This is an optimization exercise on Yosys and OpenROAD, whose aim is small area and a short achievable clock period, not a production implementation. Where RTL was checked, it was by simulation tests only, not by an equivalence proof against the original. The RTL of run 2 was laid out without a check of its function.

<file path="run.sh">
#!/bin/bash
# synth_recipe.tcl (not shown) runs the flow's synth.tcl, then flattens the netlist and writes it again
# the make line also repeats each setting of config.mk as NAME=value (left out here)
make -C /OpenROAD-flow-scripts/flow DESIGN_CONFIG=/design/flow/config.mk WORK_HOME=/design/flow/orfs CLKGATE_MAP_FILE= SYNTH_SCRIPT=/design/flow/synth_recipe.tcl finish
</file>
<file path="config.mk">
export PLATFORM = sky130hd
export DESIGN_NAME = wallace_multiplier_16bit
export DESIGN_NICKNAME = wallace_multiplier_16bit
export VERILOG_FILES = /design/flow/design.v
export SDC_FILE = /design/flow/constraint.sdc
export NUM_CORES = 4
export LEC_CHECK = 0
export CAP_MARGIN = 20
export CORE_MARGIN = 2
export CORE_UTILIZATION = 40
export SLEW_MARGIN = 20
</file>
<file path="constraint.sdc">
create_clock -name core_clock -period 3.0 [get_ports {clk}]
set_input_delay 0.6000 -clock core_clock [delete_from_list [all_inputs] [get_ports {clk}]]
set_output_delay 0.6000 -clock core_clock [all_outputs]
set_load 0.01 [all_outputs]
</file>
<file path="design.v">
module partial_full_adder (
    input  wire in_a,
    input  wire in_b,
    input  wire carry_in,
    output wire sum_out,
    output wire propagate,
    output wire generate_out
);
    assign sum_out = in_a ^ in_b ^ carry_in;
    assign propagate = in_a ^ in_b;
    assign generate_out = in_a & in_b;
endmodule
module carry_look_ahead_4bit (
    input  wire [3:0] operand_a,
    input  wire [3:0] operand_b,
    input  wire       carry_in,
    output wire [3:0] sum_out,
    output wire       carry_out,
    output wire       prop_group,
    output wire       gen_group
);
    wire [3:0] prop, gen;
    wire carry1, carry2, carry3;
    partial_full_adder PFA1 (.in_a(operand_a[0]), .in_b(operand_b[0]), .carry_in(carry_in), .sum_out(sum_out[0]), .propagate(prop[0]), .generate_out(gen[0]));
    partial_full_adder PFA2 (.in_a(operand_a[1]), .in_b(operand_b[1]), .carry_in(carry1),  .sum_out(sum_out[1]), .propagate(prop[1]), .generate_out(gen[1]));
    partial_full_adder PFA3 (.in_a(operand_a[2]), .in_b(operand_b[2]), .carry_in(carry2),  .sum_out(sum_out[2]), .propagate(prop[2]), .generate_out(gen[2]));
    partial_full_adder PFA4 (.in_a(operand_a[3]), .in_b(operand_b[3]), .carry_in(carry3),  .sum_out(sum_out[3]), .propagate(prop[3]), .generate_out(gen[3]));
    assign carry1   = gen[0] | (prop[0] & carry_in);
    assign carry2   = gen[1] | (prop[1] & gen[0]) | (prop[1] & prop[0] & carry_in);
    assign carry3   = gen[2] | (prop[2] & gen[1]) | (prop[2] & prop[1] & gen[0]) | (prop[2] & prop[1] & prop[0] & carry_in);
    assign carry_out = gen[3] | (prop[3] & gen[2]) | (prop[3] & prop[2] & gen[1]) |
                  (prop[3] & prop[2] & prop[1] & gen[0]) |
                  (prop[3] & prop[2] & prop[1] & prop[0] & carry_in);
    assign prop_group = &prop;
    assign gen_group = gen[3] | (prop[3] & gen[2]) | (prop[3] & prop[2] & gen[1]) |
                     (prop[3] & prop[2] & prop[1] & gen[0]);
endmodule
module carry_look_ahead_32bit (
    input  wire [31:0] input_a,
    input  wire [31:0] input_b,
    input  wire        carry_in,
    output wire [31:0] sum_out,
    output wire        carry_out
);
    wire [7:0] prop_group, gen_group;
    wire [8:0] carry_block;
    assign carry_block[0] = carry_in;
    genvar idx;
    generate
        for (idx = 0; idx < 8; idx = idx + 1) begin : CLA_4BIT_GEN
            carry_look_ahead_4bit CLA4 (
                .operand_a(input_a[(idx*4)+3 : (idx*4)]),
                .operand_b(input_b[(idx*4)+3 : (idx*4)]),
                .carry_in(carry_block[idx]),
                .sum_out(sum_out[(idx*4)+3 : (idx*4)]),
                .carry_out(),
                .prop_group(prop_group[idx]),
                .gen_group(gen_group[idx])
            );
            assign carry_block[idx+1] = gen_group[idx] | (prop_group[idx] & carry_block[idx]);
        end
    endgenerate
    assign carry_out = carry_block[8];
endmodule
module compressor_4to2(
    input  wire [31:0] in1,
    input  wire [31:0] in2,
    input  wire [31:0] in3,
    input  wire [31:0] in4,
    output wire [31:0] sum_out,
    output wire [31:0] carry_out
);
    wire [31:0] xor_12;
    wire [31:0] and_12, and_13, and_23;
    wire [31:0] temp_sum1, temp_carry1;
    wire [31:0] shifted_carry1;
    wire [31:0] temp_sum2, temp_carry2;
    assign xor_12 = in1 ^ in2;
    assign and_12 = in1 & in2;
    assign and_13 = in1 & in3;
    assign and_23 = in2 & in3;
    assign temp_sum1 = xor_12 ^ in3;
    assign temp_carry1 = and_12 | and_13 | and_23;
    assign shifted_carry1 = temp_carry1 << 1;
    assign temp_sum2 = temp_sum1 ^ in4 ^ shifted_carry1;
    assign temp_carry2 = (temp_sum1 & in4) | (temp_sum1 & shifted_carry1) | (in4 & shifted_carry1);
    assign sum_out = temp_sum2;
    assign carry_out = temp_carry2 << 1;
endmodule
module wallace_multiplier_16bit(
    input  wire        clk,
    input  wire        rst,
    input  wire [15:0] multiplicand,
    input  wire [15:0] multiplier,
    output reg  [31:0] result
);
    wire bit_products [15:0][15:0];
    wire [31:0] partial_prod [15:0];
    genvar row_idx, col_idx;
    generate
        for (row_idx = 0; row_idx < 16; row_idx = row_idx + 1) begin : BIT_PRODUCT_GEN
            for (col_idx = 0; col_idx < 16; col_idx = col_idx + 1) begin : BIT_AND
                assign bit_products[row_idx][col_idx] = multiplicand[col_idx] & multiplier[row_idx];
            end
        end
        for (row_idx = 0; row_idx < 16; row_idx = row_idx + 1) begin : PARTIAL_PROD_GEN
            wire [31:0] extended_row;
            wire [15:0] row_bits;
            genvar bit_idx;
            for (bit_idx = 0; bit_idx < 16; bit_idx = bit_idx + 1) begin : ROW_BITS
                assign row_bits[bit_idx] = bit_products[row_idx][bit_idx];
            end
            assign extended_row = {16'b0, row_bits};
            assign partial_prod[row_idx] = extended_row << row_idx;
        end
    endgenerate
    reg [31:0] partial_prod_reg [15:0];
    integer reg_idx;
    always @(posedge clk or posedge rst) begin
        if (rst) begin
            for (reg_idx = 0; reg_idx < 16; reg_idx = reg_idx + 1)
                partial_prod_reg[reg_idx] <= 32'd0;
        end else begin
            for (reg_idx = 0; reg_idx < 16; reg_idx = reg_idx + 1)
                partial_prod_reg[reg_idx] <= partial_prod[reg_idx];
        end
    end
    wire [31:0] stage1_sum [3:0];
    wire [31:0] stage1_carry [3:0];
    genvar comp_idx;
    generate
        for (comp_idx = 0; comp_idx < 4; comp_idx = comp_idx + 1) begin : LEVEL1_COMPRESS
            compressor_4to2 comp_l1 (
                .in1(partial_prod_reg[comp_idx*4]),
                .in2(partial_prod_reg[comp_idx*4+1]),
                .in3(partial_prod_reg[comp_idx*4+2]),
                .in4(partial_prod_reg[comp_idx*4+3]),
                .sum_out(stage1_sum[comp_idx]),
                .carry_out(stage1_carry[comp_idx])
            );
        end
    endgenerate
    reg [31:0] stage1_sum_reg [3:0];
    reg [31:0] stage1_carry_reg [3:0];
    always @(posedge clk or posedge rst) begin
        if (rst) begin
            for (reg_idx = 0; reg_idx < 4; reg_idx = reg_idx + 1) begin
                stage1_sum_reg[reg_idx] <= 32'd0;
                stage1_carry_reg[reg_idx] <= 32'd0;
            end
        end else begin
            for (reg_idx = 0; reg_idx < 4; reg_idx = reg_idx + 1) begin
                stage1_sum_reg[reg_idx] <= stage1_sum[reg_idx];
                stage1_carry_reg[reg_idx] <= stage1_carry[reg_idx];
            end
        end
    end
    wire [31:0] stage2_sum [1:0];
    wire [31:0] stage2_carry [1:0];
    compressor_4to2 comp_l2_0 (
        .in1(stage1_sum_reg[0]),
        .in2(stage1_carry_reg[0]),
        .in3(stage1_sum_reg[1]),
        .in4(stage1_carry_reg[1]),
        .sum_out(stage2_sum[0]),
        .carry_out(stage2_carry[0])
    );
    compressor_4to2 comp_l2_1 (
        .in1(stage1_sum_reg[2]),
        .in2(stage1_carry_reg[2]),
        .in3(stage1_sum_reg[3]),
        .in4(stage1_carry_reg[3]),
        .sum_out(stage2_sum[1]),
        .carry_out(stage2_carry[1])
    );
    reg [31:0] stage2_sum_reg [1:0];
    reg [31:0] stage2_carry_reg [1:0];
    always @(posedge clk or posedge rst) begin
        if (rst) begin
            stage2_sum_reg[0] <= 32'd0;
            stage2_sum_reg[1] <= 32'd0;
            stage2_carry_reg[0] <= 32'd0;
            stage2_carry_reg[1] <= 32'd0;
        end else begin
            stage2_sum_reg[0] <= stage2_sum[0];
            stage2_sum_reg[1] <= stage2_sum[1];
            stage2_carry_reg[0] <= stage2_carry[0];
            stage2_carry_reg[1] <= stage2_carry[1];
        end
    end
    wire [31:0] stage3_sum;
    wire [31:0] stage3_carry;
    compressor_4to2 comp_l3 (
        .in1(stage2_sum_reg[0]),
        .in2(stage2_carry_reg[0]),
        .in3(stage2_sum_reg[1]),
        .in4(stage2_carry_reg[1]),
        .sum_out(stage3_sum),
        .carry_out(stage3_carry)
    );
    reg [31:0] stage3_sum_reg;
    reg [31:0] stage3_carry_reg;
    always @(posedge clk or posedge rst) begin
        if (rst) begin
            stage3_sum_reg <= 32'd0;
            stage3_carry_reg <= 32'd0;
        end else begin
            stage3_sum_reg <= stage3_sum;
            stage3_carry_reg <= stage3_carry;
        end
    end
    wire [31:0] final_output;
    carry_look_ahead_32bit cla_final (
        .input_a(stage3_sum_reg),
        .input_b(stage3_carry_reg),
        .carry_in(1'b0),
        .sum_out(final_output),
        .carry_out()
    );
    always @(posedge clk or posedge rst) begin
        if (rst)
            result <= 32'd0;
        else
            result <= final_output;
    end
endmodule
</file>
==> results of run 1 <==
kinds of logic (layout without fill, tap and decap cells):
family | Yosys count | after routing | synth area share, %
flops | 569 | 569 | 65.6
fa+ha+maj | 272 | 272 | 22.8
other cells | 0 | 1 | 0
xor+xnor | 16 | 16 | 0.646
buf+inv | 102 | 246 | 1.76
simple gates | 281 | 281 | 7.96
compound gates | 38 | 38 | 1.26
cell type report:
class                      instances  area (um2)  area share [%]
sequential                       569       14200            56.6
tap                              696         871            3.46
timing repair buffer              79         868            3.45
clock buffer                      82        1650            6.56
multi-input combinational        607        7100            28.2
inverter                          70         267            1.06
antenna                            1        2.50         0.00995
clock inverter                    15         160           0.637
per-layer routing:
metal	global-route usage, %	up-vias
met5	0	-
met4	3.99	0
met3	2.88	55
met2	21.1	149
met1	22.4	5182
li1	-	4141
cells in the mapped netlist (2+ instances only):
cell      count  area share, %
xor2_1        4           0.16
dfrtp_1     569             66
xnor2_1      12           0.48
nor2_1        9           0.16
fa_1        205             19
a21oi_1      11           0.25
a211oi_1      2          0.069
a22oi_1       2          0.069
o21bai_1      2          0.069
nand2b_1      2          0.058
and2_1      256            7.4
nor3_1        3          0.069
o311ai_1      3           0.12
ha_1         67            3.9
a21o_1        2          0.069
nand4_1       2          0.058
o21ai_0       7           0.16
clkbuf_1     32           0.55
nand2_1       4          0.069
inv_1        70            1.2
per-stage QoR:
| stage | std cells | hold WS (ns) |
|---|---|---|
| floorplan | 1278 | 0.331 |
| global placement | 2021 | 0.332 |
| detailed placement | 2021 | 0.335 |
| CTS | 2118 | 0.256 |
| global route | 2118 | 0.273 |
| finish | 2119 | 0.288 |
placed cells by master, fill, tap and decap left out, types with 12 or more instances in the layout:
master,netlist,final
dfrtp_1,569,569
and2_1,256,256
fa_1,205,205
inv_1,70,69
ha_1,67,67
clkdlybuf4s50_1,0,65
clkbuf_16,0,57
clkbuf_8,0,13
xnor2_1,12,12
clkbuf_1,32,12
worst max-delay path, delay by kind of cell, from the launching register on:
family / cells / cell delay (ns)
and+or+nand+nor: 2 / 0.39
DFF: 1 / 0.37
buffers and inverters: 1 / 0.17
xor gates and xnor gates: 1 / 0.13
AOI/OAI and AO/OA: 5 / 0.84
adders and majority gates: 2 / 0.82
worst max path at each step:
stage	slack, ns	start	cells past startpoint	end
floorplan	-5.35	rst	1	LEVEL1_COMPRESS[0].comp_l1.in2[10]$_DFF_PP0_
global placement	0.06	stage3_carry_reg[19]$_DFF_PP0_	11	result[28]$_DFF_PP0_
detailed placement	0.04	stage3_carry_reg[19]$_DFF_PP0_	11	result[29]$_DFF_PP0_
CTS	0.08	stage3_carry_reg[19]$_DFF_PP0_	11	result[29]$_DFF_PP0_
global route	0.01	stage3_carry_reg[8]$_DFF_PP0_	11	result[28]$_DFF_PP0_
finish	0.17	stage3_carry_reg[17]$_DFF_PP0_	11	result[29]$_DFF_PP0_
==> results by group, run 1 <==
Status
  • Status: finished clean

STA
  • Fin. max-slew vios: 0
  • Slew headroom: between 30% and 40%
  • Fin crit share: roughly 94%
  • Fin. Hold Viols: 0
  • Final Critical Period: ~2.8 ns
  • RSZ-0062 raised after global routing: no
  • Worst Clk Skew: 0.0179 ns
  • Setup ws final: around 0.17 ns
  • Worst-margin pin slew: 0.899 ns
  • Setup total negative slack: 0 ns
  • Max Clk Rate: ~350 MHz
  • Final Setup Violations: 0

Drt
  • DRT met1 WL: between 15000 and 20000 um
  • Routed Antenna Nets: 0
  • Via Count: ~9500
  • Highest metal used: met4
  • WL met2: approximately 17000 um
  • DRC: 0
  • Via-per-instance ratio: approximately 4.5
  • Routed wire length: between 30000 and 40000 um
  • DR WL met3: about 1800 um
  • Wire per inst: approximately 18 um
  • DR iter-0 viols: between 500 and 600
  • Pre-antenna DRT Iters: 5

Critical path
  • Worst Path Max Fanout: 4
  • Setup CP Type: reg -> reg
  • Worst path required time: ~3.5 ns
  • R2R Path End: result[29]$_DFF_PP0_
  • R2R Setup Slk: 0.17 ns
  • CP endpoint kind: register
  • CP Launch Type: register
  • Crit path cell chain: ha_1, nand4_1, nor3_2, o311ai_1, buf_4, a21boi_4, a31oi_4, o21ai_1, a21oi_1, fa_1, xnor2_1
  • Data arrival time of the worst path: about 3.3 ns
  • Critical Path Max Stage Delay: approximately 0.45 ns
  • Worst R2R Start: stage3_carry_reg[17]$_DFF_PP0_
  • FF-to-FF path depth: 11
  • Slowest-stage cell, CP: fa_1

Synthesis
  • Avg Inst Size Synth: around 17 um2
  • FFs w/ async S/R, synth: 100%
  • Syn nets: around 1600
  • Number of flops mapped to enable cells by yosys: 0
  • Synth Warn #: 11
  • Gate Count Post-Synth: between 1000 and 1500
  • Synth Flop Type: dfrtp_1
  • Netlist Area Pre-Place: approximately 22000 um2
  • Synth cell types: 34
  • Part of the Yosys area used for sequential elements: 65.6%
  • Synth Register Bits: between 500 and 600

Global route
  • Remaining global-route overflow: 0
  • Initial antenna violation count: 4
  • Vias in the first global route: between 10000 and 15000
  • Pin count of the biggest net entering global routing: 100
  • Gr usage total: 14.5%
  • Global-route wire length before repair: approximately 62000 um

Floorplan
  • I/O pin cnt: 66
  • Core Region: roughly 54000 um2
  • Chip Width: between 200 and 250 um
  • Chip height: around 240 um
  • Row Count: 85
  • Initial Util: a little over 40%
  • Die area: approximately 56000 um2

CTS
  • Post-CTS resize count: 1
  • Clock buffer count from CTS: 55
  • Total clock sinks: 569
  • Clk slew on worst S/H paths: 0.06 ns
  • H-tree depth: 2
  • Clock Path Buffers: 3
  • CTS root buf: clkbuf_16
  • Hold bufs inserted after CTS: 0
  • Worst-Skew Late Latency: 0.59 ns
  • Post-CTS Setup Bufs: 0
  • Clock tree from TritonCTS: done

Final layout
  • Nets: 1688
  • Post-layout util: 46.8%
  • Largest register FFs: 76
  • Share of cells above drive strength 1: 7.59%
  • Design Area, Final: 25200 um2
  • Syn-to-layout area delta: 15.9%
  • FILL cells: around 4500

Placed design
  • Post-DP HPWL: between 20000 and 30000 um
  • Placement Cell Area: 23300 um2
  • Gp weighted congestion: between 0.7 and 0.8
  • IO buf count: 65
  • Placement Setup Slack: about 0.042 ns

Flow run
  • Maxcap violations: 0

Hold path
  • Tightest Hold Check Type: in -> async
==> run 2: changes to the inputs <==
==> design.v (replaced) <==
module wallace_multiplier_16bit(
    input  wire        clk,
    input  wire        rst,
    input  wire [15:0] multiplicand,
    input  wire [15:0] multiplier,
    output reg  [31:0] result
);
    reg [15:0] a_r, b_r;
    reg [31:0] p2, p3, p4;
    reg [3:0] v;
    always @(posedge clk) begin
        a_r <= multiplicand;
        b_r <= multiplier;
        p2 <= a_r * b_r;
        p3 <= p2;
        p4 <= p3;
    end
    always @(posedge clk or posedge rst) begin
        if (rst) begin
            v <= 4'd0;
            result <= 32'd0;
        end else begin
            v <= {v[2:0], 1'b1};
            result <= v[3] ? p4 : 32'd0;
        end
    end
endmodule
==> results by group, run 2 <==
Synthesis
  • Top cells by count, synth: 231 x inv_1, 194 x fa_1, 157 x and2_1 (was 569 x dfrtp_1, 256 x and2_1, 205 x fa_1)
  • Netlist Area Pre-Place: 12300 um2 (was 21700 um2)
  • Synth cell types: 52 (was 34)
  • Synth Flop Type: dfxtp_1 (was dfrtp_1)
  • Part of the Yosys area used for sequential elements: 28.0% (was 65.6%)
  • Largest area contributor in the netlist: fa_1 (was dfrtp_1)
  • FFs w/ async S/R, synth: 22.0% (was 100%)
  • Syn nets: 1536 (was 1584)
  • Top cell type's share of synthesized area: 31.4% (was 65.6%)
  • Gate Count Post-Synth: 1204 (was 1278)
  • Number of flops mapped to enable cells by yosys: 0 (unchanged)
  • Avg Inst Size Synth: 10.3 um2 (was 17.0 um2)
  • Synth Warn #: 1 (was 11)
  • Synth Register Bits: 164 (was 569)
  • Count leader, synth: inv_1 (was dfrtp_1)
  • Largest cells by area after synthesis: fa_1 31%, dfxtp_1 21%, ha_1 11% (was dfrtp_1 66%, fa_1 19%, and2_1 7.4%)

Final layout
  • Most frequent cells in the layout: 204 x inv_1, 173 x fa_1, 172 x buf_4 (was 569 x dfrtp_1, 256 x and2_1, 205 x fa_1)
  • Share of cells above drive strength 1: 29.0% (was 7.59%)
  • Nets: 1787 (was 1688)
  • Antenna diode count: 0 (was 1)
  • Syn-to-layout area delta: 34.2% (was 15.9%)
  • FILL cells: 2661 (was 4510)
  • Leading cell type in the layout, fill and taps excluded: inv_1 (was dfrtp_1)

STA
  • Final Setup Violations: 28 (was 0)
  • Fin. Hold Viols: 0 (unchanged)
  • Setup total negative slack: -52.17 ns (was 0 ns)
  • Setup ws final: -2.32 ns (was 0.167 ns)
  • Worst Clk Skew: 0.0172 ns (was 0.0179 ns)
  • Worst-margin pin slew: 0.791 ns (was 0.899 ns)
  • Hold slack final: 0.324 ns (was 0.288 ns)
  • Final Critical Period: 5.32 ns (was 2.83 ns)
  • RSZ-0062 raised after global routing: yes (was no)
  • Slew headroom: 47.2% (was 39.9%)
  • Fin. max-slew vios: 0 (unchanged)
  • Fin crit share: 177% (was 94.4%)
  • Max Clk Rate: 188 MHz (was 353 MHz)

Global route
  • Remaining global-route overflow: 0 (unchanged)
  • Pin count of the biggest net entering global routing: 37 (was 100)
  • Global-route wire length before repair: 45600 um (was 62200 um)
  • Initial antenna violation count: 0 (was 4)
  • Gr usage total: 17.7% (was 14.5%)
  • Vias in the first global route: 9280 (was 10900)

Placed design
  • Gp weighted congestion: 0.861 (was 0.747)
  • Post-DP HPWL: 22100 um (was 26200 um)
  • IO buf count: 65 (unchanged)

CTS
  • Hold bufs inserted after CTS: 0 (unchanged)
  • Clk slew on worst S/H paths: 0.08 ns (was 0.06 ns)
  • Clock buffer count from CTS: 17 (was 55)
  • H-tree depth: 4 (was 2)
  • CTS root buf: clkbuf_16 (unchanged)
  • Worst-Skew Late Latency: 0.44 ns (was 0.59 ns)
  • Clock Path Buffers: 2 (was 3)
  • Clock tree from TritonCTS: done (unchanged)
  • Total clock sinks: 164 (was 569)

Floorplan
  • Chip height: 180 um (was 237 um)
  • I/O pin cnt: 66 (unchanged)
  • Core Region: 30500 um2 (was 53700 um2)
  • Die area: 32300 um2 (was 56100 um2)
  • Row Count: 64 (was 85)
  • Chip Width: 180 um (was 237 um)
  • Initial Util: 40.5% (was 40.4%)

Drt
  • DR iter-0 viols: 434 (was 556)
  • Pre-antenna DRT Iters: 5 (unchanged)
  • Routed Antenna Nets: 0 (unchanged)
  • Via-per-instance ratio: 4.60 (was 4.50)
  • Via Count: 8566 (was 9527)
  • Wire per inst: 14.9 um (was 17.8 um)
  • DRC: 0 (unchanged)
  • Routed wire length: 27800 um (was 37800 um)

Hold path
  • Hold Path Depth: 0
  • Min-delay src: p3[30]$_DFF_P_
  • WHS Endpoint: p4[30]$_DFF_P_
  • Tightest Hold Check Type: reg -> reg (was in -> async)

Critical path
  • CP endpoint kind: register (unchanged)
  • R2R Setup Slk: -2.32 ns (was 0.17 ns)
  • Setup CP Type: reg -> reg (unchanged)
  • Worst Path Max Fanout: 7 (was 4)
  • FF-to-FF path depth: 20 (was 11)
  • Worst R2R Start: a_r[5]$_DFF_P_ (was stage3_carry_reg[17]$_DFF_PP0_)
  • Worst path required time: 3.34 ns (was 3.47 ns)
  • CP Launch Type: register (unchanged)
  • R2R Path End: p2[31]$_DFF_P_ (was result[29]$_DFF_PP0_)
  • Data arrival time of the worst path: 5.66 ns (was 3.30 ns)

Flow run
  • Maxcap violations: 0 (unchanged)

Status
  • Violated Checks: setup timing
  • Status: complete, but fails checks (was finished clean)
## run 2: routing by layer
layer	vias up	track usage, %	wire [um]
met5	-	0	0
met4	0	5.98	559
met3	35	2.33	705
met2	134	31.3	14300
met1	4255	22.4	12200
li1	4142	-	-
## run 2: worst max-delay path: stages (launching register included)
cell and delay (ns):
dfxtp_4 0.37, buf_6 0.14, and2_4 0.13, fa_1 0.55, inv_2 0.05, fa_2 0.45, fa_1 0.50, fa_1 0.50
inv_1 0.05, fa_1 0.49, inv_2 0.04, fa_1 0.51, inv_2 0.05, ha_4 0.25, o21a_1 0.22, nor2_4 0.18
nor4_4 0.05, a21oi_2 0.19, a41oi_2 0.16, mux2i_1 0.15, a221oi_1 0.21
## run 2: logic make-up after synthesis
family,count (synthesis),synth area share (%)
compound gates,92,5.23
xor+xnor,26,1.84
fa+ha+maj,298,42.0
buf+inv,272,8.31
flops,164,28.0
mux,1,0.0811
other cells,1,0.0304
simple gates,350,14.5
## run 2: final cells by class
| class | count | area (um2) | area share, % |
|---|---|---|---|
| Clock buffer | 18 | 429 | 2.59 |
| Clock inverter | 14 | 168 | 1.01 |
| Inverter | 231 | 867 | 5.23 |
| Sequential cell | 164 | 3550 | 21.4 |
| Tap cell | 396 | 495 | 2.99 |
| Timing Repair Buffer | 273 | 2420 | 14.6 |
| Multi-Input combinational cell | 768 | 8640 | 52.1 |
## run 2: worst max-delay path by stage
stage                          from  depth (start not counted)  slack, ns             end
floorplan            b_r[4]$_DFF_P_                         21      -2.18  p2[31]$_DFF_P_
global placement    a_r[13]$_DFF_P_                         18      -2.50  p2[30]$_DFF_P_
detailed placement   a_r[9]$_DFF_P_                         18      -2.60  p2[30]$_DFF_P_
CTS                  a_r[5]$_DFF_P_                         20      -2.34  p2[31]$_DFF_P_
global route         a_r[5]$_DFF_P_                         20      -2.54  p2[31]$_DFF_P_
finish               a_r[5]$_DFF_P_                         20      -2.32  p2[31]$_DFF_P_
## run 2: what timing repair did
| action | CTS | global route |
|---|---|---|
| pin swaps | 49 | 64 |
| endpoints found under the setup margin | 28 | 28 |
| setup buffers | 45 | 16 |
| resized for setup | 129 | 72 |
| cloned | 0 | 0 |
## run 2: through the flow
step	instances	setup WS, ns	cell area, um2	utilization, %
floorplan	1204	-2.18	12900	-
CTS	1850	-2.34	16200	53.0
finish	1864	-2.32	16600	54.3
global placement	1775	-2.50	14800	48.4
global route	1864	-2.54	16600	54.3
detailed placement	1775	-2.60	14800	48.4

afterwards: timing with drivers on the ports:
Ports are ideal in the flow. The routed layouts listed here were re-timed in OpenROAD.
Step 1 sets driving cells, clkbuf_16 on the clock port and buf_2 on the other inputs (assumed; they add their load-dependent delay and slew).
Step 2, shift: input delay + t, output delay - t, t = (earliest + latest rising clock arrival at the registers) / 2. This alone moves slack from input paths to output paths.
a / b / c = ideal / step 1 / step 2; a / b = the first two.
| run | shift t [ns] | setup WS [ns] | cell pins on the clock port's net |
|---|---|---|---|
| run 1 | 0.639 | 0.167 / 0.167 / 0.167 | 1 |
| run 2 | 0.477 | -2.324 / -2.324 / -2.324 | 1 |
